This design comes from an exercise in tuning for small area on the open sky130 flow, not from production work. In this exercise RTL edits were held to simulation tests only and were not proved equivalent to the original. Power and IR drop assume default switching activity.

`design/flow/flow/run.sh`:
```
#!/bin/bash
# Layout flow: the standard ORFS flow (standard.sh, unchanged synthesis, floorplan, power grid
# and tap cells), with these changes to how the layout is made:
#  - no timing-driven upsizing at floorplan (the netlist has no wires yet, so it only grows cells)
#  - port buffers use the smallest buffer cell (repair_design upsizes where a port needs more drive)
#  - pins one routing track apart (the default is two), so that a compact die holds all 4005 ports
#  - clock tree: larger sink clusters (25 flip-flops per leaf buffer) and no dummy loads
#  - global routing may finish with a little overflow (detailed routing clears it), and
#    more rounds of antenna repair after detailed routing
# Every tool's output goes to a log in this folder (make's output here, each ORFS step's full
# log under orfs/logs/).
set -euo pipefail
W=$(pwd)
EXTRA=(
  "REMOVE_ABC_BUFFERS=1"
  "BUFFER_PORTS_ARGS=-buffer_cell sky130_fd_sc_hd__buf_1"
  "PLACE_PINS_ARGS=-min_distance 1 -min_distance_in_tracks"
  "GLOBAL_ROUTE_ARGS=-congestion_iterations 100 -congestion_report_iter_step 5 -verbose -allow_congestion"
  "MAX_REPAIR_ANTENNAS_ITER_DRT=10"
  "CTS_ARGS=-sink_clustering_enable -repair_clock_nets -dont_use_dummy_load -sink_clustering_size 25 -sink_clustering_max_diameter 100"
)
bash "$W/standard.sh" "${EXTRA[@]}" finish > "$W/flow_make.log" 2>&1
```
`design/flow/standard.sh`:
```
#!/bin/bash
# synth_recipe.tcl (not shown) runs the flow's synth.tcl, then flattens the netlist and writes it again
# the make line also repeats each setting of config.mk as NAME=value (left out here)
make -C /OpenROAD-flow-scripts/flow DESIGN_CONFIG=/design/flow/config.mk WORK_HOME=/design/flow/orfs CLKGATE_MAP_FILE= SYNTH_SCRIPT=/design/flow/synth_recipe.tcl "${@:-finish}"
```
`design/flow/config.mk`:
```
export PLATFORM = sky130hd
export DESIGN_NAME = NV_soDLA_CACC_calculator_for_check
export DESIGN_NICKNAME = NV_soDLA_CACC_calculator_for_check
export VERILOG_FILES = /design/flow/design.v
export SDC_FILE = /design/flow/constraint.sdc
export NUM_CORES = 8
export LEC_CHECK = 0
export CAP_MARGIN = 20
export CELL_PAD_IN_SITES_DETAIL_PLACEMENT = 1
export CELL_PAD_IN_SITES_GLOBAL_PLACEMENT = 1
export CORE_AREA = 10 10 730 730
export DIE_AREA = 0 0 740 740
export PLACE_DENSITY = 0.55
export SLEW_MARGIN = 20
export SYNTH_HIERARCHICAL = 1
```
`design/flow/constraint.sdc`:
```
create_clock -name core_clock -period 10.0 [get_ports {nvdla_core_clk}]
set_input_delay 2.0000 -clock core_clock [delete_from_list [all_inputs] [get_ports {nvdla_core_clk}]]
set_output_delay 2.0000 -clock core_clock [all_outputs]
set_load 0.01 [all_outputs]
```
`design/flow/design.v`:
```
module NV_soDLA_CACC_calculator_for_check(
  input           nvdla_core_clk,
  input           nvdla_core_rstn,
  input  [1087:0] abuf_rd_data,
  output          abuf_wr_en,
  output [5:0]    abuf_wr_addr,
  output [1087:0] abuf_wr_data,
  output          dlv_valid,
  output          dlv_mask,
  output [1023:0] dlv_data,
  output [1:0]    dlv_pd,
  input           accu_ctrl_valid,
  input  [12:0]   accu_ctrl_pd,
  input           accu_ctrl_ram_valid,
  input  [4:0]    cfg_truncate,
  input  [21:0]   mac_a2accu_data0,
  input  [21:0]   mac_a2accu_data1,
  input  [21:0]   mac_a2accu_data2,
  input  [21:0]   mac_a2accu_data3,
  input  [21:0]   mac_a2accu_data4,
  input  [21:0]   mac_a2accu_data5,
  input  [21:0]   mac_a2accu_data6,
  input  [21:0]   mac_a2accu_data7,
  input  [21:0]   mac_a2accu_data8,
  input  [21:0]   mac_a2accu_data9,
  input  [21:0]   mac_a2accu_data10,
  input  [21:0]   mac_a2accu_data11,
  input  [21:0]   mac_a2accu_data12,
  input  [21:0]   mac_a2accu_data13,
  input  [21:0]   mac_a2accu_data14,
  input  [21:0]   mac_a2accu_data15,
  input  [15:0]   mac_a2accu_mask,
  input           mac_a2accu_mode,
  input           mac_a2accu_pvld,
  input  [21:0]   mac_b2accu_data0,
  input  [21:0]   mac_b2accu_data1,
  input  [21:0]   mac_b2accu_data2,
  input  [21:0]   mac_b2accu_data3,
  input  [21:0]   mac_b2accu_data4,
  input  [21:0]   mac_b2accu_data5,
  input  [21:0]   mac_b2accu_data6,
  input  [21:0]   mac_b2accu_data7,
  input  [21:0]   mac_b2accu_data8,
  input  [21:0]   mac_b2accu_data9,
  input  [21:0]   mac_b2accu_data10,
  input  [21:0]   mac_b2accu_data11,
  input  [21:0]   mac_b2accu_data12,
  input  [21:0]   mac_b2accu_data13,
  input  [21:0]   mac_b2accu_data14,
  input  [21:0]   mac_b2accu_data15,
  input  [15:0]   mac_b2accu_mask,
  input           mac_b2accu_mode,
  input           mac_b2accu_pvld,
  output [31:0]   dp2reg_sat_count
);
  wire [703:0] in_data = {mac_b2accu_data15,mac_b2accu_data14,mac_b2accu_data13,mac_b2accu_data12,mac_b2accu_data11,mac_b2accu_data10,mac_b2accu_data9,mac_b2accu_data8,mac_b2accu_data7,mac_b2accu_data6,mac_b2accu_data5,mac_b2accu_data4,mac_b2accu_data3,mac_b2accu_data2,mac_b2accu_data1,mac_b2accu_data0,mac_a2accu_data15,mac_a2accu_data14,mac_a2accu_data13,mac_a2accu_data12,mac_a2accu_data11,mac_a2accu_data10,mac_a2accu_data9,mac_a2accu_data8,mac_a2accu_data7,mac_a2accu_data6,mac_a2accu_data5,mac_a2accu_data4,mac_a2accu_data3,mac_a2accu_data2,mac_a2accu_data1,mac_a2accu_data0};
  wire [31:0] in_mask = {mac_b2accu_mask, mac_a2accu_mask};
  wire        rst = ~nvdla_core_rstn;
  reg  [5:0]  ctl_addr;
  reg         ctl_stripe_end, ctl_channel_end, ctl_layer_end;
  always @(posedge nvdla_core_clk) begin
    if (rst) begin
      ctl_addr <= 6'h0; ctl_stripe_end <= 1'b0; ctl_channel_end <= 1'b0; ctl_layer_end <= 1'b0;
    end else if (accu_ctrl_valid) begin
      ctl_addr <= accu_ctrl_pd[5:0];
      ctl_stripe_end <= accu_ctrl_pd[9];
      ctl_channel_end <= accu_ctrl_pd[10];
      ctl_layer_end <= accu_ctrl_pd[11];
    end
  end
  reg v1, v2, calc_valid;
  reg wr1, wr2, wr3, dl1, dl2, dl3;
  always @(posedge nvdla_core_clk) begin
    if (rst) begin
      v1 <= 1'b0; v2 <= 1'b0; calc_valid <= 1'b0;
      wr1 <= 1'b0; wr2 <= 1'b0; wr3 <= 1'b0;
      dl1 <= 1'b0; dl2 <= 1'b0; dl3 <= 1'b0;
    end else begin
      v1 <= mac_a2accu_pvld | mac_b2accu_pvld;
      v2 <= v1;
      calc_valid <= v2;
      wr1 <= calc_valid & ~ctl_channel_end;
      wr2 <= wr1;
      wr3 <= wr2;
      dl1 <= calc_valid & ctl_channel_end;
      dl2 <= dl1;
      dl3 <= dl2;
    end
  end
  reg [5:0] f1, f2, f3;
  always @(posedge nvdla_core_clk) begin
    f1 <= {ctl_addr[5:2], ctl_channel_end ? {ctl_layer_end, ctl_stripe_end} : ctl_addr[1:0]};
    f2 <= f1;
    f3 <= f2;
  end
  reg [4:0] t2, t3;
  always @(posedge nvdla_core_clk) begin
    t2 <= cfg_truncate;
    t3 <= t2;
  end
  reg [8:0] dsel;   
  always @(posedge nvdla_core_clk) begin
    case (t2)
      5'd0: dsel <= 9'b001000000;
      5'd1: dsel <= 9'b010010000;
      5'd2: dsel <= 9'b100100000;
      5'd3: dsel <= 9'b000000100;
      5'd4: dsel <= 9'b000010100;
      5'd5: dsel <= 9'b000100100;
      5'd6: dsel <= 9'b000001000;
      5'd7: dsel <= 9'b000011000;
      5'd8: dsel <= 9'b000101000;
      5'd9: dsel <= 9'b000000010;
      5'd10: dsel <= 9'b000010010;
      5'd11: dsel <= 9'b000100010;
      5'd12: dsel <= 9'b000000110;
      5'd13: dsel <= 9'b000010110;
      5'd14: dsel <= 9'b000100110;
      5'd15: dsel <= 9'b000001010;
      5'd16: dsel <= 9'b000011010;
      5'd17: dsel <= 9'b000101010;
      5'd18: dsel <= 9'b000000001;
      5'd19: dsel <= 9'b000010001;
      5'd20: dsel <= 9'b000100001;
      5'd21: dsel <= 9'b000000101;
      5'd22: dsel <= 9'b000010101;
      5'd23: dsel <= 9'b000100101;
      5'd24: dsel <= 9'b000001001;
      5'd25: dsel <= 9'b000011001;
      5'd26: dsel <= 9'b000101001;
      5'd27: dsel <= 9'b000000011;
      5'd28: dsel <= 9'b000010011;
      5'd29: dsel <= 9'b000100011;
      5'd30: dsel <= 9'b000000111;
      5'd31: dsel <= 9'b000010111;
    endcase
  end
  wire a1s = dsel[0], b1s = dsel[1], c1s = dsel[2], c2s = dsel[3], e1s = dsel[4], e2s = dsel[5];
  wire sa0 = ~a1s, sa1 = a1s, sb0 = ~b1s, sb1 = b1s;
  wire sc0 = ~(c1s | c2s), sc1 = c1s, sc2 = c2s, sc0n = c1s | c2s;
  wire se0n = e1s | e2s, se1n = ~e1s, se2n = ~e2s;
  wire st0 = dsel[6], st1 = dsel[7], st2 = dsel[8];
  wire [29:0] sw;
  genvar gw;
  generate for (gw = 0; gw < 30; gw = gw + 1) begin : swin
    assign sw[gw] = ({1'b0, t3} >= gw + 2) && ({1'b0, t3} <= gw + 16);
  end endgenerate
  reg  [1183:0] r1;
  reg  [1087:0] r2, r3;
  wire [1183:0] q0;
  wire [1087:0] q1;
  wire [1023:0] fdata;
  wire [31:0]   fsat;
  genvar gi;
  generate
    for (gi = 0; gi < 32; gi = gi + 1) begin : lane
      cacc_lane_in  u_in  (.d(in_data[22*gi +: 22]), .op(abuf_rd_data[34*gi +: 34]), .m(in_mask[gi]),
                           .mr(in_mask[gi] & accu_ctrl_ram_valid), .q(q0[37*gi +: 37]));
      cacc_lane_s2  u_s2  (.q(r1[37*gi +: 37]), .y(q1[34*gi +: 34]));
      cacc_lane_fin u_fin (.x(r3[34*gi +: 34]), .a0(sa0), .a1(sa1), .b0(sb0), .b1(sb1),
                           .c0(sc0), .c1(sc1), .c2(sc2), .c0n(sc0n), .e0n(se0n), .e1n(se1n), .e2n(se2n),
                           .t0(st0), .t1(st1), .t2(st2), .w(sw), .f(fdata[32*gi +: 32]), .ns(fsat[gi]));
    end
  endgenerate
  always @(posedge nvdla_core_clk) begin
    r1 <= q0;
    r2 <= q1;
    r3 <= r2;
  end
  reg        prev_end;
  reg [31:0] sat_count;
  wire       cur_end = f3[1] & f3[0];
  wire       sat_clr = ~cur_end & prev_end;
  reg  [5:0] sat_sum;
  integer k;
  always @(*) begin
    sat_sum = 6'h0;
    for (k = 0; k < 32; k = k + 1) sat_sum = sat_sum + {5'h0, fsat[k]};
  end
  wire [32:0] sat_add = {1'b0, sat_count} + {27'h0, sat_sum};
  always @(posedge nvdla_core_clk) begin
    if (rst) begin
      prev_end <= 1'b1;
      sat_count <= 32'h0;
    end else if (dl3) begin
      prev_end <= cur_end;
      sat_count <= sat_clr ? {26'h0, sat_sum} : (sat_add[32] ? 32'hffffffff : sat_add[31:0]);
    end
  end
  assign abuf_wr_en = wr3;
  assign abuf_wr_addr = f3;
  assign abuf_wr_data = r3;
  assign dlv_valid = dl3;
  assign dlv_mask = dl3;
  assign dlv_data = fdata;
  assign dlv_pd = f3[1:0];
  assign dp2reg_sat_count = sat_count;
endmodule
module cacc_lane_in (
  input [21:0] d,
  input [33:0] op,
  input m,
  input mr,
  output [36:0] q
);
  wire [20:0] dn;
  wire [21:0] on;
  wire [9:0] cn0;
  wire [9:0] cn11;
  k_nand2 u1 (.a(m), .b(d[0]), .y(dn[0]));
  k_nand2 u2 (.a(m), .b(d[1]), .y(dn[1]));
  k_nand2 u3 (.a(m), .b(d[2]), .y(dn[2]));
  k_nand2 u4 (.a(m), .b(d[3]), .y(dn[3]));
  k_nand2 u5 (.a(m), .b(d[4]), .y(dn[4]));
  k_nand2 u6 (.a(m), .b(d[5]), .y(dn[5]));
  k_nand2 u7 (.a(m), .b(d[6]), .y(dn[6]));
  k_nand2 u8 (.a(m), .b(d[7]), .y(dn[7]));
  k_nand2 u9 (.a(m), .b(d[8]), .y(dn[8]));
  k_nand2 u10 (.a(m), .b(d[9]), .y(dn[9]));
  k_nand2 u11 (.a(m), .b(d[10]), .y(dn[10]));
  k_nand2 u12 (.a(m), .b(d[11]), .y(dn[11]));
  k_nand2 u13 (.a(m), .b(d[12]), .y(dn[12]));
  k_nand2 u14 (.a(m), .b(d[13]), .y(dn[13]));
  k_nand2 u15 (.a(m), .b(d[14]), .y(dn[14]));
  k_nand2 u16 (.a(m), .b(d[15]), .y(dn[15]));
  k_nand2 u17 (.a(m), .b(d[16]), .y(dn[16]));
  k_nand2 u18 (.a(m), .b(d[17]), .y(dn[17]));
  k_nand2 u19 (.a(m), .b(d[18]), .y(dn[18]));
  k_nand2 u20 (.a(m), .b(d[19]), .y(dn[19]));
  k_nand2 u21 (.a(m), .b(d[20]), .y(dn[20]));
  k_nand2 u22 (.a(m), .b(d[21]), .y(q[36]));
  k_nand2 u23 (.a(mr), .b(op[0]), .y(on[0]));
  k_nand2 u24 (.a(mr), .b(op[1]), .y(on[1]));
  k_nand2 u25 (.a(mr), .b(op[2]), .y(on[2]));
  k_nand2 u26 (.a(mr), .b(op[3]), .y(on[3]));
  k_nand2 u27 (.a(mr), .b(op[4]), .y(on[4]));
  k_nand2 u28 (.a(mr), .b(op[5]), .y(on[5]));
  k_nand2 u29 (.a(mr), .b(op[6]), .y(on[6]));
  k_nand2 u30 (.a(mr), .b(op[7]), .y(on[7]));
  k_nand2 u31 (.a(mr), .b(op[8]), .y(on[8]));
  k_nand2 u32 (.a(mr), .b(op[9]), .y(on[9]));
  k_nand2 u33 (.a(mr), .b(op[10]), .y(on[10]));
  k_nand2 u34 (.a(mr), .b(op[11]), .y(on[11]));
  k_nand2 u35 (.a(mr), .b(op[12]), .y(on[12]));
  k_nand2 u36 (.a(mr), .b(op[13]), .y(on[13]));
  k_nand2 u37 (.a(mr), .b(op[14]), .y(on[14]));
  k_nand2 u38 (.a(mr), .b(op[15]), .y(on[15]));
  k_nand2 u39 (.a(mr), .b(op[16]), .y(on[16]));
  k_nand2 u40 (.a(mr), .b(op[17]), .y(on[17]));
  k_nand2 u41 (.a(mr), .b(op[18]), .y(on[18]));
  k_nand2 u42 (.a(mr), .b(op[19]), .y(on[19]));
  k_nand2 u43 (.a(mr), .b(op[20]), .y(on[20]));
  k_nand2 u44 (.a(mr), .b(op[21]), .y(on[21]));
  k_nand2 u45 (.a(mr), .b(op[22]), .y(q[24]));
  k_nand2 u46 (.a(mr), .b(op[23]), .y(q[25]));
  k_nand2 u47 (.a(mr), .b(op[24]), .y(q[26]));
  k_nand2 u48 (.a(mr), .b(op[25]), .y(q[27]));
  k_nand2 u49 (.a(mr), .b(op[26]), .y(q[28]));
  k_nand2 u50 (.a(mr), .b(op[27]), .y(q[29]));
  k_nand2 u51 (.a(mr), .b(op[28]), .y(q[30]));
  k_nand2 u52 (.a(mr), .b(op[29]), .y(q[31]));
  k_nand2 u53 (.a(mr), .b(op[30]), .y(q[32]));
  k_nand2 u54 (.a(mr), .b(op[31]), .y(q[33]));
  k_nand2 u55 (.a(mr), .b(op[32]), .y(q[34]));
  k_nand2 u56 (.a(mr), .b(op[33]), .y(q[35]));
  k_xnor2 u57 (.a(dn[0]), .b(on[0]), .y(q[0]));
  k_or2 u58 (.a(dn[0]), .b(on[0]), .y(cn0[0]));
  k_fa u59 (.a(dn[1]), .b(on[1]), .ci(cn0[0]), .s(q[1]), .co(cn0[1]));
  k_fa u60 (.a(dn[2]), .b(on[2]), .ci(cn0[1]), .s(q[2]), .co(cn0[2]));
  k_fa u61 (.a(dn[3]), .b(on[3]), .ci(cn0[2]), .s(q[3]), .co(cn0[3]));
  k_fa u62 (.a(dn[4]), .b(on[4]), .ci(cn0[3]), .s(q[4]), .co(cn0[4]));
  k_fa u63 (.a(dn[5]), .b(on[5]), .ci(cn0[4]), .s(q[5]), .co(cn0[5]));
  k_fa u64 (.a(dn[6]), .b(on[6]), .ci(cn0[5]), .s(q[6]), .co(cn0[6]));
  k_fa u65 (.a(dn[7]), .b(on[7]), .ci(cn0[6]), .s(q[7]), .co(cn0[7]));
  k_fa u66 (.a(dn[8]), .b(on[8]), .ci(cn0[7]), .s(q[8]), .co(cn0[8]));
  k_fa u67 (.a(dn[9]), .b(on[9]), .ci(cn0[8]), .s(q[9]), .co(cn0[9]));
  k_fa u68 (.a(dn[10]), .b(on[10]), .ci(cn0[9]), .s(q[10]), .co(q[11]));
  k_xnor2 u69 (.a(dn[11]), .b(on[11]), .y(q[12]));
  k_or2 u70 (.a(dn[11]), .b(on[11]), .y(cn11[0]));
  k_fa u71 (.a(dn[12]), .b(on[12]), .ci(cn11[0]), .s(q[13]), .co(cn11[1]));
  k_fa u72 (.a(dn[13]), .b(on[13]), .ci(cn11[1]), .s(q[14]), .co(cn11[2]));
  k_fa u73 (.a(dn[14]), .b(on[14]), .ci(cn11[2]), .s(q[15]), .co(cn11[3]));
  k_fa u74 (.a(dn[15]), .b(on[15]), .ci(cn11[3]), .s(q[16]), .co(cn11[4]));
  k_fa u75 (.a(dn[16]), .b(on[16]), .ci(cn11[4]), .s(q[17]), .co(cn11[5]));
  k_fa u76 (.a(dn[17]), .b(on[17]), .ci(cn11[5]), .s(q[18]), .co(cn11[6]));
  k_fa u77 (.a(dn[18]), .b(on[18]), .ci(cn11[6]), .s(q[19]), .co(cn11[7]));
  k_fa u78 (.a(dn[19]), .b(on[19]), .ci(cn11[7]), .s(q[20]), .co(cn11[8]));
  k_fa u79 (.a(dn[20]), .b(on[20]), .ci(cn11[8]), .s(q[21]), .co(cn11[9]));
  k_fa u80 (.a(q[36]), .b(on[21]), .ci(cn11[9]), .s(q[22]), .co(q[23]));
endmodule
module cacc_lane_s2 (
  input [36:0] q,
  output [33:0] y
);
  wire [11:0] kn;
  wire [10:0] mn;
  wire u;
  wire usn;
  wire decn;
  wire [12:0] hn;
  wire [12:0] hc;
  wire ovf;
  wire qs;
  assign kn[0] = q[11];
  k_xnor2 u1 (.a(q[12]), .b(kn[0]), .y(mn[0]));
  k_or2 u2 (.a(q[12]), .b(kn[0]), .y(kn[1]));
  k_xnor2 u3 (.a(q[13]), .b(kn[1]), .y(mn[1]));
  k_or2 u4 (.a(q[13]), .b(kn[1]), .y(kn[2]));
  k_xnor2 u5 (.a(q[14]), .b(kn[2]), .y(mn[2]));
  k_or2 u6 (.a(q[14]), .b(kn[2]), .y(kn[3]));
  k_xnor2 u7 (.a(q[15]), .b(kn[3]), .y(mn[3]));
  k_or2 u8 (.a(q[15]), .b(kn[3]), .y(kn[4]));
  k_xnor2 u9 (.a(q[16]), .b(kn[4]), .y(mn[4]));
  k_or2 u10 (.a(q[16]), .b(kn[4]), .y(kn[5]));
  k_xnor2 u11 (.a(q[17]), .b(kn[5]), .y(mn[5]));
  k_or2 u12 (.a(q[17]), .b(kn[5]), .y(kn[6]));
  k_xnor2 u13 (.a(q[18]), .b(kn[6]), .y(mn[6]));
  k_or2 u14 (.a(q[18]), .b(kn[6]), .y(kn[7]));
  k_xnor2 u15 (.a(q[19]), .b(kn[7]), .y(mn[7]));
  k_or2 u16 (.a(q[19]), .b(kn[7]), .y(kn[8]));
  k_xnor2 u17 (.a(q[20]), .b(kn[8]), .y(mn[8]));
  k_or2 u18 (.a(q[20]), .b(kn[8]), .y(kn[9]));
  k_xnor2 u19 (.a(q[21]), .b(kn[9]), .y(mn[9]));
  k_or2 u20 (.a(q[21]), .b(kn[9]), .y(kn[10]));
  k_xnor2 u21 (.a(q[22]), .b(kn[10]), .y(mn[10]));
  k_or2 u22 (.a(q[22]), .b(kn[10]), .y(kn[11]));
  k_nand2 u23 (.a(q[23]), .b(kn[11]), .y(u));
  k_xor2 u24 (.a(u), .b(q[36]), .y(usn));
  k_or2 u25 (.a(u), .b(q[36]), .y(decn));
  k_xnor2 u26 (.a(q[24]), .b(usn), .y(hn[0]));
  k_or2 u27 (.a(q[24]), .b(usn), .y(hc[1]));
  k_fa u28 (.a(q[25]), .b(decn), .ci(hc[1]), .s(hn[1]), .co(hc[2]));
  k_fa u29 (.a(q[26]), .b(decn), .ci(hc[2]), .s(hn[2]), .co(hc[3]));
  k_fa u30 (.a(q[27]), .b(decn), .ci(hc[3]), .s(hn[3]), .co(hc[4]));
  k_fa u31 (.a(q[28]), .b(decn), .ci(hc[4]), .s(hn[4]), .co(hc[5]));
  k_fa u32 (.a(q[29]), .b(decn), .ci(hc[5]), .s(hn[5]), .co(hc[6]));
  k_fa u33 (.a(q[30]), .b(decn), .ci(hc[6]), .s(hn[6]), .co(hc[7]));
  k_fa u34 (.a(q[31]), .b(decn), .ci(hc[7]), .s(hn[7]), .co(hc[8]));
  k_fa u35 (.a(q[32]), .b(decn), .ci(hc[8]), .s(hn[8]), .co(hc[9]));
  k_fa u36 (.a(q[33]), .b(decn), .ci(hc[9]), .s(hn[9]), .co(hc[10]));
  k_fa u37 (.a(q[34]), .b(decn), .ci(hc[10]), .s(hn[10]), .co(hc[11]));
  k_fa u38 (.a(q[35]), .b(decn), .ci(hc[11]), .s(hn[11]), .co(hc[12]));
  k_xor3 u39 (.a(q[35]), .b(decn), .c(hc[12]), .y(hn[12]));
  k_xor2 u40 (.a(hn[12]), .b(hn[11]), .y(ovf));
  k_nand2 u41 (.a(ovf), .b(hn[12]), .y(qs));
  k_o21ai u42 (.a1(ovf), .a2(q[0]), .b1(qs), .y(y[0]));
  k_o21ai u43 (.a1(ovf), .a2(q[1]), .b1(qs), .y(y[1]));
  k_o21ai u44 (.a1(ovf), .a2(q[2]), .b1(qs), .y(y[2]));
  k_o21ai u45 (.a1(ovf), .a2(q[3]), .b1(qs), .y(y[3]));
  k_o21ai u46 (.a1(ovf), .a2(q[4]), .b1(qs), .y(y[4]));
  k_o21ai u47 (.a1(ovf), .a2(q[5]), .b1(qs), .y(y[5]));
  k_o21ai u48 (.a1(ovf), .a2(q[6]), .b1(qs), .y(y[6]));
  k_o21ai u49 (.a1(ovf), .a2(q[7]), .b1(qs), .y(y[7]));
  k_o21ai u50 (.a1(ovf), .a2(q[8]), .b1(qs), .y(y[8]));
  k_o21ai u51 (.a1(ovf), .a2(q[9]), .b1(qs), .y(y[9]));
  k_o21ai u52 (.a1(ovf), .a2(q[10]), .b1(qs), .y(y[10]));
  k_o21ai u53 (.a1(ovf), .a2(mn[0]), .b1(qs), .y(y[11]));
  k_o21ai u54 (.a1(ovf), .a2(mn[1]), .b1(qs), .y(y[12]));
  k_o21ai u55 (.a1(ovf), .a2(mn[2]), .b1(qs), .y(y[13]));
  k_o21ai u56 (.a1(ovf), .a2(mn[3]), .b1(qs), .y(y[14]));
  k_o21ai u57 (.a1(ovf), .a2(mn[4]), .b1(qs), .y(y[15]));
  k_o21ai u58 (.a1(ovf), .a2(mn[5]), .b1(qs), .y(y[16]));
  k_o21ai u59 (.a1(ovf), .a2(mn[6]), .b1(qs), .y(y[17]));
  k_o21ai u60 (.a1(ovf), .a2(mn[7]), .b1(qs), .y(y[18]));
  k_o21ai u61 (.a1(ovf), .a2(mn[8]), .b1(qs), .y(y[19]));
  k_o21ai u62 (.a1(ovf), .a2(mn[9]), .b1(qs), .y(y[20]));
  k_o21ai u63 (.a1(ovf), .a2(mn[10]), .b1(qs), .y(y[21]));
  k_o21ai u64 (.a1(ovf), .a2(hn[0]), .b1(qs), .y(y[22]));
  k_o21ai u65 (.a1(ovf), .a2(hn[1]), .b1(qs), .y(y[23]));
  k_o21ai u66 (.a1(ovf), .a2(hn[2]), .b1(qs), .y(y[24]));
  k_o21ai u67 (.a1(ovf), .a2(hn[3]), .b1(qs), .y(y[25]));
  k_o21ai u68 (.a1(ovf), .a2(hn[4]), .b1(qs), .y(y[26]));
  k_o21ai u69 (.a1(ovf), .a2(hn[5]), .b1(qs), .y(y[27]));
  k_o21ai u70 (.a1(ovf), .a2(hn[6]), .b1(qs), .y(y[28]));
  k_o21ai u71 (.a1(ovf), .a2(hn[7]), .b1(qs), .y(y[29]));
  k_o21ai u72 (.a1(ovf), .a2(hn[8]), .b1(qs), .y(y[30]));
  k_o21ai u73 (.a1(ovf), .a2(hn[9]), .b1(qs), .y(y[31]));
  k_o21ai u74 (.a1(ovf), .a2(hn[10]), .b1(qs), .y(y[32]));
  k_inv u75 (.a(hn[12]), .y(y[33]));
endmodule
module cacc_lane_fin (
  input [33:0] x,
  input a0,
  input a1,
  input b0,
  input b1,
  input c0,
  input c1,
  input c2,
  input c0n,
  input e0n,
  input e1n,
  input e2n,
  input t0,
  input t1,
  input t2,
  input [29:0] w,
  output [31:0] f,
  output ns
);
  wire sn;
  wire k1;
  wire k2;
  wire k3;
  wire e0g;
  wire e1g;
  wire e2g;
  wire p5;
  wire cy0;
  wire nns;
  wire y31g;
  wire [34:0] z1n;
  wire [34:0] z2;
  wire [34:0] z3n;
  wire [32:0] y;
  wire [9:0] sq;
  wire [2:0] sp;
  wire [32:0] cy;
  wire [2:0] pk;
  k_inv u1 (.a(x[33]), .y(sn));
  k_nand2 u2 (.a(a1), .b(sn), .y(k1));
  k_nand2 u3 (.a(b1), .b(x[33]), .y(k2));
  k_or2 u4 (.a(c0), .b(x[33]), .y(k3));
  k_nand2 u5 (.a(a1), .b(x[17]), .y(z1n[0]));
  k_o22ai u6 (.a1(a1), .a2(x[0]), .b1(a0), .b2(x[18]), .y(z1n[1]));
  k_o22ai u7 (.a1(a1), .a2(x[1]), .b1(a0), .b2(x[19]), .y(z1n[2]));
  k_o22ai u8 (.a1(a1), .a2(x[2]), .b1(a0), .b2(x[20]), .y(z1n[3]));
  k_o22ai u9 (.a1(a1), .a2(x[3]), .b1(a0), .b2(x[21]), .y(z1n[4]));
  k_o22ai u10 (.a1(a1), .a2(x[4]), .b1(a0), .b2(x[22]), .y(z1n[5]));
  k_o22ai u11 (.a1(a1), .a2(x[5]), .b1(a0), .b2(x[23]), .y(z1n[6]));
  k_o22ai u12 (.a1(a1), .a2(x[6]), .b1(a0), .b2(x[24]), .y(z1n[7]));
  k_o22ai u13 (.a1(a1), .a2(x[7]), .b1(a0), .b2(x[25]), .y(z1n[8]));
  k_o22ai u14 (.a1(a1), .a2(x[8]), .b1(a0), .b2(x[26]), .y(z1n[9]));
  k_o22ai u15 (.a1(a1), .a2(x[9]), .b1(a0), .b2(x[27]), .y(z1n[10]));
  k_o22ai u16 (.a1(a1), .a2(x[10]), .b1(a0), .b2(x[28]), .y(z1n[11]));
  k_o22ai u17 (.a1(a1), .a2(x[11]), .b1(a0), .b2(x[29]), .y(z1n[12]));
  k_o22ai u18 (.a1(a1), .a2(x[12]), .b1(a0), .b2(x[30]), .y(z1n[13]));
  k_o22ai u19 (.a1(a1), .a2(x[13]), .b1(a0), .b2(x[31]), .y(z1n[14]));
  k_o22ai u20 (.a1(a1), .a2(x[14]), .b1(a0), .b2(x[32]), .y(z1n[15]));
  k_o22ai u21 (.a1(a1), .a2(x[15]), .b1(a0), .b2(x[33]), .y(z1n[16]));
  k_o21ai u22 (.a1(a1), .a2(x[16]), .b1(k1), .y(z1n[17]));
  k_o21ai u23 (.a1(a1), .a2(x[17]), .b1(k1), .y(z1n[18]));
  k_o21ai u24 (.a1(a1), .a2(x[18]), .b1(k1), .y(z1n[19]));
  k_o21ai u25 (.a1(a1), .a2(x[19]), .b1(k1), .y(z1n[20]));
  k_o21ai u26 (.a1(a1), .a2(x[20]), .b1(k1), .y(z1n[21]));
  k_o21ai u27 (.a1(a1), .a2(x[21]), .b1(k1), .y(z1n[22]));
  k_o21ai u28 (.a1(a1), .a2(x[22]), .b1(k1), .y(z1n[23]));
  k_o21ai u29 (.a1(a1), .a2(x[23]), .b1(k1), .y(z1n[24]));
  k_o21ai u30 (.a1(a1), .a2(x[24]), .b1(k1), .y(z1n[25]));
  k_o21ai u31 (.a1(a1), .a2(x[25]), .b1(k1), .y(z1n[26]));
  k_o21ai u32 (.a1(a1), .a2(x[26]), .b1(k1), .y(z1n[27]));
  k_o21ai u33 (.a1(a1), .a2(x[27]), .b1(k1), .y(z1n[28]));
  k_o21ai u34 (.a1(a1), .a2(x[28]), .b1(k1), .y(z1n[29]));
  k_o21ai u35 (.a1(a1), .a2(x[29]), .b1(k1), .y(z1n[30]));
  k_o21ai u36 (.a1(a1), .a2(x[30]), .b1(k1), .y(z1n[31]));
  k_o21ai u37 (.a1(a1), .a2(x[31]), .b1(k1), .y(z1n[32]));
  k_o21ai u38 (.a1(a1), .a2(x[32]), .b1(k1), .y(z1n[33]));
  k_o21ai u39 (.a1(a1), .a2(x[33]), .b1(k1), .y(z1n[34]));
  k_o22ai u40 (.a1(b1), .a2(z1n[0]), .b1(b0), .b2(z1n[9]), .y(z2[0]));
  k_o22ai u41 (.a1(b1), .a2(z1n[1]), .b1(b0), .b2(z1n[10]), .y(z2[1]));
  k_o22ai u42 (.a1(b1), .a2(z1n[2]), .b1(b0), .b2(z1n[11]), .y(z2[2]));
  k_o22ai u43 (.a1(b1), .a2(z1n[3]), .b1(b0), .b2(z1n[12]), .y(z2[3]));
  k_o22ai u44 (.a1(b1), .a2(z1n[4]), .b1(b0), .b2(z1n[13]), .y(z2[4]));
  k_o22ai u45 (.a1(b1), .a2(z1n[5]), .b1(b0), .b2(z1n[14]), .y(z2[5]));
  k_o22ai u46 (.a1(b1), .a2(z1n[6]), .b1(b0), .b2(z1n[15]), .y(z2[6]));
  k_o22ai u47 (.a1(b1), .a2(z1n[7]), .b1(b0), .b2(z1n[16]), .y(z2[7]));
  k_o22ai u48 (.a1(b1), .a2(z1n[8]), .b1(b0), .b2(z1n[17]), .y(z2[8]));
  k_o22ai u49 (.a1(b1), .a2(z1n[9]), .b1(b0), .b2(z1n[18]), .y(z2[9]));
  k_o22ai u50 (.a1(b1), .a2(z1n[10]), .b1(b0), .b2(z1n[19]), .y(z2[10]));
  k_o22ai u51 (.a1(b1), .a2(z1n[11]), .b1(b0), .b2(z1n[20]), .y(z2[11]));
  k_o22ai u52 (.a1(b1), .a2(z1n[12]), .b1(b0), .b2(z1n[21]), .y(z2[12]));
  k_o22ai u53 (.a1(b1), .a2(z1n[13]), .b1(b0), .b2(z1n[22]), .y(z2[13]));
  k_o22ai u54 (.a1(b1), .a2(z1n[14]), .b1(b0), .b2(z1n[23]), .y(z2[14]));
  k_o22ai u55 (.a1(b1), .a2(z1n[15]), .b1(b0), .b2(z1n[24]), .y(z2[15]));
  k_o22ai u56 (.a1(b1), .a2(z1n[16]), .b1(b0), .b2(z1n[25]), .y(z2[16]));
  k_o22ai u57 (.a1(b1), .a2(z1n[17]), .b1(b0), .b2(z1n[26]), .y(z2[17]));
  k_o22ai u58 (.a1(b1), .a2(z1n[18]), .b1(b0), .b2(z1n[27]), .y(z2[18]));
  k_o22ai u59 (.a1(b1), .a2(z1n[19]), .b1(b0), .b2(z1n[28]), .y(z2[19]));
  k_o22ai u60 (.a1(b1), .a2(z1n[20]), .b1(b0), .b2(z1n[29]), .y(z2[20]));
  k_o22ai u61 (.a1(b1), .a2(z1n[21]), .b1(b0), .b2(z1n[30]), .y(z2[21]));
  k_o22ai u62 (.a1(b1), .a2(z1n[22]), .b1(b0), .b2(z1n[31]), .y(z2[22]));
  k_o22ai u63 (.a1(b1), .a2(z1n[23]), .b1(b0), .b2(z1n[32]), .y(z2[23]));
  k_o22ai u64 (.a1(b1), .a2(z1n[24]), .b1(b0), .b2(z1n[33]), .y(z2[24]));
  k_o22ai u65 (.a1(b1), .a2(z1n[25]), .b1(b0), .b2(z1n[34]), .y(z2[25]));
  k_o21ai u66 (.a1(b1), .a2(z1n[26]), .b1(k2), .y(z2[26]));
  k_o21ai u67 (.a1(b1), .a2(z1n[27]), .b1(k2), .y(z2[27]));
  k_o21ai u68 (.a1(b1), .a2(z1n[28]), .b1(k2), .y(z2[28]));
  k_o21ai u69 (.a1(b1), .a2(z1n[29]), .b1(k2), .y(z2[29]));
  k_o21ai u70 (.a1(b1), .a2(z1n[30]), .b1(k2), .y(z2[30]));
  k_o21ai u71 (.a1(b1), .a2(z1n[31]), .b1(k2), .y(z2[31]));
  k_o21ai u72 (.a1(b1), .a2(z1n[32]), .b1(k2), .y(z2[32]));
  k_o21ai u73 (.a1(b1), .a2(z1n[33]), .b1(k2), .y(z2[33]));
  k_o21ai u74 (.a1(b1), .a2(z1n[34]), .b1(k2), .y(z2[34]));
  k_a222oi u75 (.a1(c0), .a2(z2[0]), .b1(c1), .b2(z2[3]), .c1(c2), .c2(z2[6]), .y(z3n[0]));
  k_a222oi u76 (.a1(c0), .a2(z2[1]), .b1(c1), .b2(z2[4]), .c1(c2), .c2(z2[7]), .y(z3n[1]));
  k_a222oi u77 (.a1(c0), .a2(z2[2]), .b1(c1), .b2(z2[5]), .c1(c2), .c2(z2[8]), .y(z3n[2]));
  k_a222oi u78 (.a1(c0), .a2(z2[3]), .b1(c1), .b2(z2[6]), .c1(c2), .c2(z2[9]), .y(z3n[3]));
  k_a222oi u79 (.a1(c0), .a2(z2[4]), .b1(c1), .b2(z2[7]), .c1(c2), .c2(z2[10]), .y(z3n[4]));
  k_a222oi u80 (.a1(c0), .a2(z2[5]), .b1(c1), .b2(z2[8]), .c1(c2), .c2(z2[11]), .y(z3n[5]));
  k_a222oi u81 (.a1(c0), .a2(z2[6]), .b1(c1), .b2(z2[9]), .c1(c2), .c2(z2[12]), .y(z3n[6]));
  k_a222oi u82 (.a1(c0), .a2(z2[7]), .b1(c1), .b2(z2[10]), .c1(c2), .c2(z2[13]), .y(z3n[7]));
  k_a222oi u83 (.a1(c0), .a2(z2[8]), .b1(c1), .b2(z2[11]), .c1(c2), .c2(z2[14]), .y(z3n[8]));
  k_a222oi u84 (.a1(c0), .a2(z2[9]), .b1(c1), .b2(z2[12]), .c1(c2), .c2(z2[15]), .y(z3n[9]));
  k_a222oi u85 (.a1(c0), .a2(z2[10]), .b1(c1), .b2(z2[13]), .c1(c2), .c2(z2[16]), .y(z3n[10]));
  k_a222oi u86 (.a1(c0), .a2(z2[11]), .b1(c1), .b2(z2[14]), .c1(c2), .c2(z2[17]), .y(z3n[11]));
  k_a222oi u87 (.a1(c0), .a2(z2[12]), .b1(c1), .b2(z2[15]), .c1(c2), .c2(z2[18]), .y(z3n[12]));
  k_a222oi u88 (.a1(c0), .a2(z2[13]), .b1(c1), .b2(z2[16]), .c1(c2), .c2(z2[19]), .y(z3n[13]));
  k_a222oi u89 (.a1(c0), .a2(z2[14]), .b1(c1), .b2(z2[17]), .c1(c2), .c2(z2[20]), .y(z3n[14]));
  k_a222oi u90 (.a1(c0), .a2(z2[15]), .b1(c1), .b2(z2[18]), .c1(c2), .c2(z2[21]), .y(z3n[15]));
  k_a222oi u91 (.a1(c0), .a2(z2[16]), .b1(c1), .b2(z2[19]), .c1(c2), .c2(z2[22]), .y(z3n[16]));
  k_a222oi u92 (.a1(c0), .a2(z2[17]), .b1(c1), .b2(z2[20]), .c1(c2), .c2(z2[23]), .y(z3n[17]));
  k_a222oi u93 (.a1(c0), .a2(z2[18]), .b1(c1), .b2(z2[21]), .c1(c2), .c2(z2[24]), .y(z3n[18]));
  k_a222oi u94 (.a1(c0), .a2(z2[19]), .b1(c1), .b2(z2[22]), .c1(c2), .c2(z2[25]), .y(z3n[19]));
  k_a222oi u95 (.a1(c0), .a2(z2[20]), .b1(c1), .b2(z2[23]), .c1(c2), .c2(z2[26]), .y(z3n[20]));
  k_a222oi u96 (.a1(c0), .a2(z2[21]), .b1(c1), .b2(z2[24]), .c1(c2), .c2(z2[27]), .y(z3n[21]));
  k_a222oi u97 (.a1(c0), .a2(z2[22]), .b1(c1), .b2(z2[25]), .c1(c2), .c2(z2[28]), .y(z3n[22]));
  k_a222oi u98 (.a1(c0), .a2(z2[23]), .b1(c1), .b2(z2[26]), .c1(c2), .c2(z2[29]), .y(z3n[23]));
  k_a222oi u99 (.a1(c0), .a2(z2[24]), .b1(c1), .b2(z2[27]), .c1(c2), .c2(z2[30]), .y(z3n[24]));
  k_a222oi u100 (.a1(c0), .a2(z2[25]), .b1(c1), .b2(z2[28]), .c1(c2), .c2(z2[31]), .y(z3n[25]));
  k_a222oi u101 (.a1(c0), .a2(z2[26]), .b1(c1), .b2(z2[29]), .c1(c2), .c2(z2[32]), .y(z3n[26]));
  k_a222oi u102 (.a1(c0), .a2(z2[27]), .b1(c1), .b2(z2[30]), .c1(c2), .c2(z2[33]), .y(z3n[27]));
  k_a222oi u103 (.a1(c0), .a2(z2[28]), .b1(c1), .b2(z2[31]), .c1(c2), .c2(z2[34]), .y(z3n[28]));
  k_a222oi u104 (.a1(c0), .a2(z2[29]), .b1(c1), .b2(z2[32]), .c1(c2), .c2(x[33]), .y(z3n[29]));
  k_a222oi u105 (.a1(c0), .a2(z2[30]), .b1(c1), .b2(z2[33]), .c1(c2), .c2(x[33]), .y(z3n[30]));
  k_a222oi u106 (.a1(c0), .a2(z2[31]), .b1(c1), .b2(z2[34]), .c1(c2), .c2(x[33]), .y(z3n[31]));
  k_o21ai u107 (.a1(c0n), .a2(z2[32]), .b1(k3), .y(z3n[32]));
  k_o21ai u108 (.a1(c0n), .a2(z2[33]), .b1(k3), .y(z3n[33]));
  k_o21ai u109 (.a1(c0n), .a2(z2[34]), .b1(k3), .y(z3n[34]));
  k_nor2 u110 (.a(e0n), .b(ns), .y(e0g));
  k_nor2 u111 (.a(e1n), .b(ns), .y(e1g));
  k_nor2 u112 (.a(e2n), .b(ns), .y(e2g));
  k_a222oi u113 (.a1(e0g), .a2(z3n[0]), .b1(e1g), .b2(z3n[1]), .c1(e2g), .c2(z3n[2]), .y(y[0]));
  k_a222oi u114 (.a1(e0g), .a2(z3n[1]), .b1(e1g), .b2(z3n[2]), .c1(e2g), .c2(z3n[3]), .y(y[1]));
  k_a222oi u115 (.a1(e0g), .a2(z3n[2]), .b1(e1g), .b2(z3n[3]), .c1(e2g), .c2(z3n[4]), .y(y[2]));
  k_a222oi u116 (.a1(e0g), .a2(z3n[3]), .b1(e1g), .b2(z3n[4]), .c1(e2g), .c2(z3n[5]), .y(y[3]));
  k_a222oi u117 (.a1(e0g), .a2(z3n[4]), .b1(e1g), .b2(z3n[5]), .c1(e2g), .c2(z3n[6]), .y(y[4]));
  k_a222oi u118 (.a1(e0g), .a2(z3n[5]), .b1(e1g), .b2(z3n[6]), .c1(e2g), .c2(z3n[7]), .y(y[5]));
  k_a222oi u119 (.a1(e0g), .a2(z3n[6]), .b1(e1g), .b2(z3n[7]), .c1(e2g), .c2(z3n[8]), .y(y[6]));
  k_a222oi u120 (.a1(e0g), .a2(z3n[7]), .b1(e1g), .b2(z3n[8]), .c1(e2g), .c2(z3n[9]), .y(y[7]));
  k_a222oi u121 (.a1(e0g), .a2(z3n[8]), .b1(e1g), .b2(z3n[9]), .c1(e2g), .c2(z3n[10]), .y(y[8]));
  k_a222oi u122 (.a1(e0g), .a2(z3n[9]), .b1(e1g), .b2(z3n[10]), .c1(e2g), .c2(z3n[11]), .y(y[9]));
  k_a222oi u123 (.a1(e0g), .a2(z3n[10]), .b1(e1g), .b2(z3n[11]), .c1(e2g), .c2(z3n[12]), .y(y[10]));
  k_a222oi u124 (.a1(e0g), .a2(z3n[11]), .b1(e1g), .b2(z3n[12]), .c1(e2g), .c2(z3n[13]), .y(y[11]));
  k_a222oi u125 (.a1(e0g), .a2(z3n[12]), .b1(e1g), .b2(z3n[13]), .c1(e2g), .c2(z3n[14]), .y(y[12]));
  k_a222oi u126 (.a1(e0g), .a2(z3n[13]), .b1(e1g), .b2(z3n[14]), .c1(e2g), .c2(z3n[15]), .y(y[13]));
  k_a222oi u127 (.a1(e0g), .a2(z3n[14]), .b1(e1g), .b2(z3n[15]), .c1(e2g), .c2(z3n[16]), .y(y[14]));
  k_a222oi u128 (.a1(e0g), .a2(z3n[15]), .b1(e1g), .b2(z3n[16]), .c1(e2g), .c2(z3n[17]), .y(y[15]));
  k_a222oi u129 (.a1(e0g), .a2(z3n[16]), .b1(e1g), .b2(z3n[17]), .c1(e2g), .c2(z3n[18]), .y(y[16]));
  k_a222oi u130 (.a1(e0g), .a2(z3n[17]), .b1(e1g), .b2(z3n[18]), .c1(e2g), .c2(z3n[19]), .y(y[17]));
  k_a222oi u131 (.a1(e0g), .a2(z3n[18]), .b1(e1g), .b2(z3n[19]), .c1(e2g), .c2(z3n[20]), .y(y[18]));
  k_a222oi u132 (.a1(e0g), .a2(z3n[19]), .b1(e1g), .b2(z3n[20]), .c1(e2g), .c2(z3n[21]), .y(y[19]));
  k_a222oi u133 (.a1(e0g), .a2(z3n[20]), .b1(e1g), .b2(z3n[21]), .c1(e2g), .c2(z3n[22]), .y(y[20]));
  k_a222oi u134 (.a1(e0g), .a2(z3n[21]), .b1(e1g), .b2(z3n[22]), .c1(e2g), .c2(z3n[23]), .y(y[21]));
  k_a222oi u135 (.a1(e0g), .a2(z3n[22]), .b1(e1g), .b2(z3n[23]), .c1(e2g), .c2(z3n[24]), .y(y[22]));
  k_a222oi u136 (.a1(e0g), .a2(z3n[23]), .b1(e1g), .b2(z3n[24]), .c1(e2g), .c2(z3n[25]), .y(y[23]));
  k_a222oi u137 (.a1(e0g), .a2(z3n[24]), .b1(e1g), .b2(z3n[25]), .c1(e2g), .c2(z3n[26]), .y(y[24]));
  k_a222oi u138 (.a1(e0g), .a2(z3n[25]), .b1(e1g), .b2(z3n[26]), .c1(e2g), .c2(z3n[27]), .y(y[25]));
  k_a222oi u139 (.a1(e0g), .a2(z3n[26]), .b1(e1g), .b2(z3n[27]), .c1(e2g), .c2(z3n[28]), .y(y[26]));
  k_a222oi u140 (.a1(e0g), .a2(z3n[27]), .b1(e1g), .b2(z3n[28]), .c1(e2g), .c2(z3n[29]), .y(y[27]));
  k_a222oi u141 (.a1(e0g), .a2(z3n[28]), .b1(e1g), .b2(z3n[29]), .c1(e2g), .c2(z3n[30]), .y(y[28]));
  k_a222oi u142 (.a1(e0g), .a2(z3n[29]), .b1(e1g), .b2(z3n[30]), .c1(e2g), .c2(z3n[31]), .y(y[29]));
  k_a222oi u143 (.a1(e0g), .a2(z3n[30]), .b1(e1g), .b2(z3n[31]), .c1(e2g), .c2(z3n[32]), .y(y[30]));
  k_a222oi u144 (.a1(e0g), .a2(z3n[31]), .b1(e1g), .b2(z3n[32]), .c1(e2g), .c2(z3n[33]), .y(y[31]));
  k_a222oi u145 (.a1(e0g), .a2(z3n[32]), .b1(e1g), .b2(z3n[33]), .c1(e2g), .c2(z3n[34]), .y(y[32]));
  k_a222oi u146 (.a1(x[0]), .a2(w[0]), .b1(x[1]), .b2(w[1]), .c1(x[2]), .c2(w[2]), .y(sq[0]));
  k_a222oi u147 (.a1(x[3]), .a2(w[3]), .b1(x[4]), .b2(w[4]), .c1(x[5]), .c2(w[5]), .y(sq[1]));
  k_a222oi u148 (.a1(x[6]), .a2(w[6]), .b1(x[7]), .b2(w[7]), .c1(x[8]), .c2(w[8]), .y(sq[2]));
  k_a222oi u149 (.a1(x[9]), .a2(w[9]), .b1(x[10]), .b2(w[10]), .c1(x[11]), .c2(w[11]), .y(sq[3]));
  k_a222oi u150 (.a1(x[12]), .a2(w[12]), .b1(x[13]), .b2(w[13]), .c1(x[14]), .c2(w[14]), .y(sq[4]));
  k_a222oi u151 (.a1(x[15]), .a2(w[15]), .b1(x[16]), .b2(w[16]), .c1(x[17]), .c2(w[17]), .y(sq[5]));
  k_a222oi u152 (.a1(x[18]), .a2(w[18]), .b1(x[19]), .b2(w[19]), .c1(x[20]), .c2(w[20]), .y(sq[6]));
  k_a222oi u153 (.a1(x[21]), .a2(w[21]), .b1(x[22]), .b2(w[22]), .c1(x[23]), .c2(w[23]), .y(sq[7]));
  k_a222oi u154 (.a1(x[24]), .a2(w[24]), .b1(x[25]), .b2(w[25]), .c1(x[26]), .c2(w[26]), .y(sq[8]));
  k_a222oi u155 (.a1(x[27]), .a2(w[27]), .b1(x[28]), .b2(w[28]), .c1(x[29]), .c2(w[29]), .y(sq[9]));
  k_nand4 u156 (.a(sq[0]), .b(sq[1]), .c(sq[2]), .d(sq[3]), .y(sp[0]));
  k_nand4 u157 (.a(sq[4]), .b(sq[5]), .c(sq[6]), .d(sq[7]), .y(sp[1]));
  k_nand3 u158 (.a(sq[8]), .b(sq[9]), .c(x[33]), .y(sp[2]));
  k_o31a u159 (.a1(sp[0]), .a2(sp[1]), .a3(sp[2]), .b1(y[0]), .y(p5));
  cacc_lane_fg u160 (.x(x), .t0(t0), .t1(t1), .t2(t2), .p5(p5), .ns(ns), .cy0(cy0));
  k_inv u161 (.a(ns), .y(nns));
  assign cy[0] = cy0;
  k_ha u162 (.a(y[1]), .b(cy[0]), .s(f[0]), .co(cy[1]));
  k_ha u163 (.a(y[2]), .b(cy[1]), .s(f[1]), .co(cy[2]));
  k_ha u164 (.a(y[3]), .b(cy[2]), .s(f[2]), .co(cy[3]));
  k_ha u165 (.a(y[4]), .b(cy[3]), .s(f[3]), .co(cy[4]));
  k_ha u166 (.a(y[5]), .b(cy[4]), .s(f[4]), .co(cy[5]));
  k_ha u167 (.a(y[6]), .b(cy[5]), .s(f[5]), .co(cy[6]));
  k_ha u168 (.a(y[7]), .b(cy[6]), .s(f[6]), .co(cy[7]));
  k_xor2 u169 (.a(y[8]), .b(cy[7]), .y(f[7]));
  k_ha u170 (.a(y[9]), .b(cy[8]), .s(f[8]), .co(cy[9]));
  k_ha u171 (.a(y[10]), .b(cy[9]), .s(f[9]), .co(cy[10]));
  k_ha u172 (.a(y[11]), .b(cy[10]), .s(f[10]), .co(cy[11]));
  k_ha u173 (.a(y[12]), .b(cy[11]), .s(f[11]), .co(cy[12]));
  k_ha u174 (.a(y[13]), .b(cy[12]), .s(f[12]), .co(cy[13]));
  k_ha u175 (.a(y[14]), .b(cy[13]), .s(f[13]), .co(cy[14]));
  k_ha u176 (.a(y[15]), .b(cy[14]), .s(f[14]), .co(cy[15]));
  k_xor2 u177 (.a(y[16]), .b(cy[15]), .y(f[15]));
  k_ha u178 (.a(y[17]), .b(cy[16]), .s(f[16]), .co(cy[17]));
  k_ha u179 (.a(y[18]), .b(cy[17]), .s(f[17]), .co(cy[18]));
  k_ha u180 (.a(y[19]), .b(cy[18]), .s(f[18]), .co(cy[19]));
  k_ha u181 (.a(y[20]), .b(cy[19]), .s(f[19]), .co(cy[20]));
  k_ha u182 (.a(y[21]), .b(cy[20]), .s(f[20]), .co(cy[21]));
  k_ha u183 (.a(y[22]), .b(cy[21]), .s(f[21]), .co(cy[22]));
  k_ha u184 (.a(y[23]), .b(cy[22]), .s(f[22]), .co(cy[23]));
  k_xor2 u185 (.a(y[24]), .b(cy[23]), .y(f[23]));
  k_ha u186 (.a(y[25]), .b(cy[24]), .s(f[24]), .co(cy[25]));
  k_ha u187 (.a(y[26]), .b(cy[25]), .s(f[25]), .co(cy[26]));
  k_ha u188 (.a(y[27]), .b(cy[26]), .s(f[26]), .co(cy[27]));
  k_ha u189 (.a(y[28]), .b(cy[27]), .s(f[27]), .co(cy[28]));
  k_ha u190 (.a(y[29]), .b(cy[28]), .s(f[28]), .co(cy[29]));
  k_ha u191 (.a(y[30]), .b(cy[29]), .s(f[29]), .co(cy[30]));
  k_ha u192 (.a(y[31]), .b(cy[30]), .s(f[30]), .co(cy[31]));
  k_and2 u193 (.a(y[32]), .b(nns), .y(y31g));
  k_xor2 u194 (.a(y31g), .b(cy[31]), .y(f[31]));
  cacc_and8 u195 (.a(y[8:1]), .y(pk[0]));
  k_and2 u196 (.a(cy[0]), .b(pk[0]), .y(cy[8]));
  cacc_and8 u197 (.a(y[16:9]), .y(pk[1]));
  k_and2 u198 (.a(cy[8]), .b(pk[1]), .y(cy[16]));
  cacc_and8 u199 (.a(y[24:17]), .y(pk[2]));
  k_and2 u200 (.a(cy[16]), .b(pk[2]), .y(cy[24]));
endmodule
module cacc_lane_fg (input [33:0] x, input t0, input t1, input t2, input p5, output ns, output cy0);
  wire s = x[33];
  wire ovf = (t0 & ~((x[33] == x[32]) & (x[32] == x[31]))) | (t1 & (x[33] ^ x[32]));
  wire a31 = &x[31:1];
  wire cc = ~s & ((t1 & a31 & x[0]) | (t2 & a31 & x[32]));
  assign ns = ovf | cc;
  assign cy0 = ns ? s : p5;
endmodule
module cacc_and8 (input [7:0] a, output y); assign y = &a; endmodule
module k_inv (input a, output y); assign y = ~a; endmodule
module k_nand2 (input a, input b, output y); assign y = ~(a & b); endmodule
module k_nor2 (input a, input b, output y); assign y = ~(a | b); endmodule
module k_or2 (input a, input b, output y); assign y = a | b; endmodule
module k_and2 (input a, input b, output y); assign y = a & b; endmodule
module k_xor2 (input a, input b, output y); assign y = a ^ b; endmodule
module k_xnor2 (input a, input b, output y); assign y = ~(a ^ b); endmodule
module k_nand3 (input a, input b, input c, output y); assign y = ~(a & b & c); endmodule
module k_nand4 (input a, input b, input c, input d, output y); assign y = ~(a & b & c & d); endmodule
module k_o21ai (input a1, input a2, input b1, output y); assign y = ~((a1 | a2) & b1); endmodule
module k_o22ai (input a1, input a2, input b1, input b2, output y); assign y = ~((a1 | a2) & (b1 | b2)); endmodule
module k_o31a (input a1, input a2, input a3, input b1, output y); assign y = (a1 | a2 | a3) & b1; endmodule
module k_a222oi (input a1, input a2, input b1, input b2, input c1, input c2, output y); assign y = ~((a1 & a2) | (b1 & b2) | (c1 & c2)); endmodule
module k_ha (input a, input b, output s, output co); assign s = a ^ b; assign co = a & b; endmodule
module k_fa (input a, input b, input ci, output s, output co); assign s = a ^ b ^ ci; assign co = (a & b) | (ci & (a ^ b)); endmodule
module k_xor3 (input a, input b, input c, output y); assign y = a ^ b ^ c; endmodule
```
==> summary.txt <==
Placed Cells incl. Taps 27400; drt drc 0; Via density between 6 and 7; status finished clean; CTS Sinks 3448; Synth Instances ~16000; number of cells on the critical path 21; gpl congestion around 1.1; YS warnings 7; GRT Total Usage a little under half; max-slew violation count 0; row count roughly 260; Switch Pwr 26.3 mW; R2R setup slack roughly 640 ps; RSZ-0062 raised after global routing false; RR Startpoint dsel[6]$_SDFF_PP0_; Setup-failing EPs final 0; worst-skew pair later-pin latency approximately 990 ps; top-area cell type share of the netlist area around two fifths; CP cell instances inv_1 -> nor2_4 -> and3_4 -> nor2_4 -> buf_4 -> a222oi_1 -> nand4_1 -> o31a_1 -> a31o_1 -> and2_1 -> and2_1 -> and2_1 -> ha_1 -> ha_1 -> ha_1 -> ha_1 -> ha_1 -> ha_1 -> ha_1 -> xor2_2 -> buf_1; grt ovf 0; Period minus WS final a little under 10000 ps; final non-filler cell total roughly 28000; port buffer count about 4000; Hold Path End r3[1033]$_DFF_P_; final clock skew approximately 120 ps; post-synth top area cell dfxtp_1; CTS tree yes; clock-pin slew on the worst setup and hold paths around 100 ps; combinational share of power around 46%; Netlist cell types just under 70; clk root buf clkbuf_16; core area between 500000 and 600000 µm²; Seq cells post-synth 3448; Power Density around 260 nW/µm²; pin count of the biggest net entering global routing 183; count leader, synth dfxtp_1; capturing point of the worst reg2reg path sat_count[23]$_SDFFE_PN0P_; period utilisation layout 98.1%; H-tree Lvls 4; Pleak around 70 nW; Post-synth top cells 3448 x dfxtp_1, 2400 x a222oi_1, 2027 x nand2_1; Vias about 190k; worst path required time roughly 8000 ps; Async S/R FF share, synth 0%; Setup CP Type flip-flop to output pin; Hold Path Origin r2[1033]$_DFF_P_; Setup TNS 0 ps; top_reg_cell synth dfxtp_1; die area 548000 µm²; Synth Cell Area between 150000 and 200000 µm²; final wirelength roughly 1300 mm; Worst VDD drop 0.160 mV; Initial Utilization between 30% and 40%; Slowest-stage cell, CP dfxtp_2; post-route ant nets 0; CP Max Fanout 18; initial antenna violation count approximately 730; Num CTS Buffers ~180; syn_area_per_cell 10.6 µm²; CTS Buffer Depth 4; top area cells in the synthesized netlist dfxtp_1 40%, a222oi_1 14%, fa_1 12%, ha_1 6.7%, o21ai_1 5.9%; CP peak stage delay just over 700 ps; vias in the first global route around 180k; Post-synth EDFFs 0; HPWL after detailed placement roughly 1000 mm; register area share after synthesis 40.4%; first-pass GRT wire length ~1700 mm; Peak Freq roughly 100 MHz; Hold Path Depth 0; arrival time worst endpoint between 7000 and 8000 ps; Worst Reg-to-Reg Cells 24; WP buf/inv 3; delay-heaviest family, CP simple AND/OR/NAND/NOR gates; cts hold-fix bufs 0; final net count 24500; Syn-to-layout area delta 19.9%; most used cell, CP ha_1; Sw Share 50.3%; Wirelength per Cell around 48 µm; Worst-Margin Slew 1450 ps; layout cells sized above 1 roughly 4.0%; filler instances about 60000; Hold WC Path Type flip-flop to flip-flop; drt first pass iters 17; Clock power frac between 10% and 20%; Pint between 20 and 30 mW; total power approximately 52 mW; CP startpoint kind flip-flop; sequential group share of total power between 30% and 40%; die height 740 µm; Setup crit end kind output pin; number of DRC markers in iteration 0 approximately 40000; Die X-Extent around 740 µm; relative slew slack approximately 3.9%; max cap viols 0; final-report hold violation count 0; I/O pins 4005
==> per-module statistics from Yosys (local to each module, per instance), a selection <==
module | cell area, µm² | flops+latches | times used
NV_soDLA_CACC_calculator_for_check | 72400 | 3448 | 1
cacc_lane_fg | 128 | 0 | 32
k_a222oi | 10.0 | 0 | 2400
k_and2 | 6.26 | 0 | 128
k_fa | 20.0 | 0 | 992
k_ha | 12.5 | 0 | 896
k_inv | 3.75 | 0 | 96
k_nand2 | 3.75 | 0 | 1952
k_nand3 | 5.00 | 0 | 32
k_nand4 | 6.26 | 0 | 64
k_o21ai | 5.00 | 0 | 2016
k_o22ai | 6.26 | 0 | 1344
k_o31a | 8.76 | 0 | 32
k_or2 | 6.26 | 0 | 512
k_xor2 | 8.76 | 0 | 192
==> cell families (layout without fill, tap and decap cells) <==
kind of cell	count (synthesis)	count (layout)	synth area share (%)
AO/OA/AOI/OAI	6035	6035	26.1
AND/OR/NAND/NOR	3810	3810	10.5
flip-flops	3448	3448	40.4
adder cells (fa/ha/maj)	1930	1930	18.6
XOR/XNOR	680	680	3.77
buffers and inverters	230	4755	0.515
multiplexers	16	16	0.0952
other	0	539	0
==> through the flow <==
step | hold slack, ps | setup slack (ps) | utilization, % | area, µm²
after floorplan | 310 | -81030 | - | 171000
after global placement | 310 | 839 | 38.4 | 198000
after detailed placement | 313 | 676 | 38.4 | 199000
after CTS | 235 | 259 | 39.3 | 203000
after global routing | 232 | 167 | 39.6 | 204000
final | 240 | 190 | 39.7 | 205000
==> layer usage <==
metal  global-route usage [%]  wire length, µm  vias to the layer above
li1                         -                -                    75600
met1                     47.7           432000                    94200
met2                     67.1           559000                    14900
met3                     23.4           179000                     4645
met4                     48.3           170000                      246
met5                     4.95             4010                        -
==> cells in the final DEF, fill, tap and decap left out, types with 12 or more instances in the layout <==
cell,n
mux2i_1,14
or2_1,512
buf_4,343
dfxtp_1,3440
nand2_1,2024
clkbuf_2,62
o31a_1,35
a22oi_1,34
fa_1,1017
nor2_2,29
nor2_4,77
clkbuf_16,182
inv_1,191
diode_2,539
and2_1,173
a311o_1,32
nand2b_1,33
buf_1,3931
nand4b_1,32
nor4_1,33
nand4_1,491
o22ai_1,1346
a31o_1,32
xor3_1,32
o21ai_0,21
xnor2_1,452
o21ai_1,2017
buf_12,33
a211oi_1,37
and3_1,12
a21oi_1,16
xor2_1,163
a222oi_1,2400
ha_1,913
xor2_2,31
nor2_1,230
nand3_1,84
nor3_1,47
==> power by group through the flow <==
stage                     Clock [mW]  Sequential (mW)  Combinational, mW
after floorplan                    0             19.4               10.4
after global placement             0             20.3               21.7
after detailed placement           0             20.4               21.7
after CTS                       7.97             20.1               21.9
after global routing            8.44             20.4               24.2
final                           7.89             20.3               24.1
==> sequential cells by signal, indices dropped and copies added (netlist names), 5 cells and up <==
| signal | cells |
|---|---|
| dsel | 9 |
| ctl_addr | 6 |
| r1 | 1184 |
| f1 | 6 |
| sat_count | 32 |
| t3 | 5 |
| r3 | 1088 |
| r2 | 1088 |
| f2 | 6 |
| f3 | 6 |
| t2 | 5 |
==> timing repair <==
item | CTS | global route
resized for setup | 1 | 0
buffers inserted | 0 | 0
setup endpoints to repair | 9 | 0
==> final cells by class <==
| type | instances | area [µm²] | area share, % |
|---|---|---|---|
| Timing Repair Buffer | 4376 | 18400 | 8.99 |
| Sequential cell | 3448 | 69100 | 33.7 |
| Antenna cell | 539 | 1350 | 0.658 |
| Tap cell | 6916 | 8650 | 4.22 |
| Clock buffer | 182 | 4550 | 2.22 |
| Inverter | 197 | 777 | 0.379 |
| Multi-Input combinational cell | 12500 | 102000 | 49.8 |
==> worst max-delay path by stage <==
stage / startpoint / endpoint
2_1_floorplan: dsel[1]$_DFF_P_ / dlv_data[1023]
3_3_place_gp: r1[159]$_DFF_P_ / r2[137]$_DFF_P_
3_5_place_dp: r1[492]$_DFF_P_ / r2[445]$_DFF_P_
4_1_cts: t3[4]$_DFF_P_ / dlv_data[895]
5_1_grt: t3[4]$_DFF_P_ / dlv_data[895]
6_report: t3[4]$_DFF_P_ / dlv_data[895]

==> port drivers added, routing unchanged <==
In the flow no input, the clock included, has a driving cell. The finished layout below was timed again as built, in two steps. Step 1 (the two cells are an assumption about what drives the block):
set clk [get_ports {nvdla_core_clk}]
set_driving_cell -lib_cell sky130_fd_sc_hd__clkbuf_16 $clk
set_driving_cell -lib_cell sky130_fd_sc_hd__buf_2 [delete_from_list [all_inputs] $clk]
Step 2, shift: input delay + t, output delay - t, t = (earliest + latest rising clock arrival at the registers) / 2. This alone moves slack from input paths to output paths. a / b / c = no drivers / after step 1 / after step 2; a / b = the first two.
t (ns): 1.062
setup slack, ns: 0.190 / 0.048 / 0.638
worst setup path after step 2: register to register
clock arrival spread, ns: 0.151 / 0.152
worst slew at a driven data input, ns: 0.75
After both steps this run still meets setup and hold. For this run, drivers alone change the setup slack by -0.142 ns; drivers and shift together by +0.448 ns.
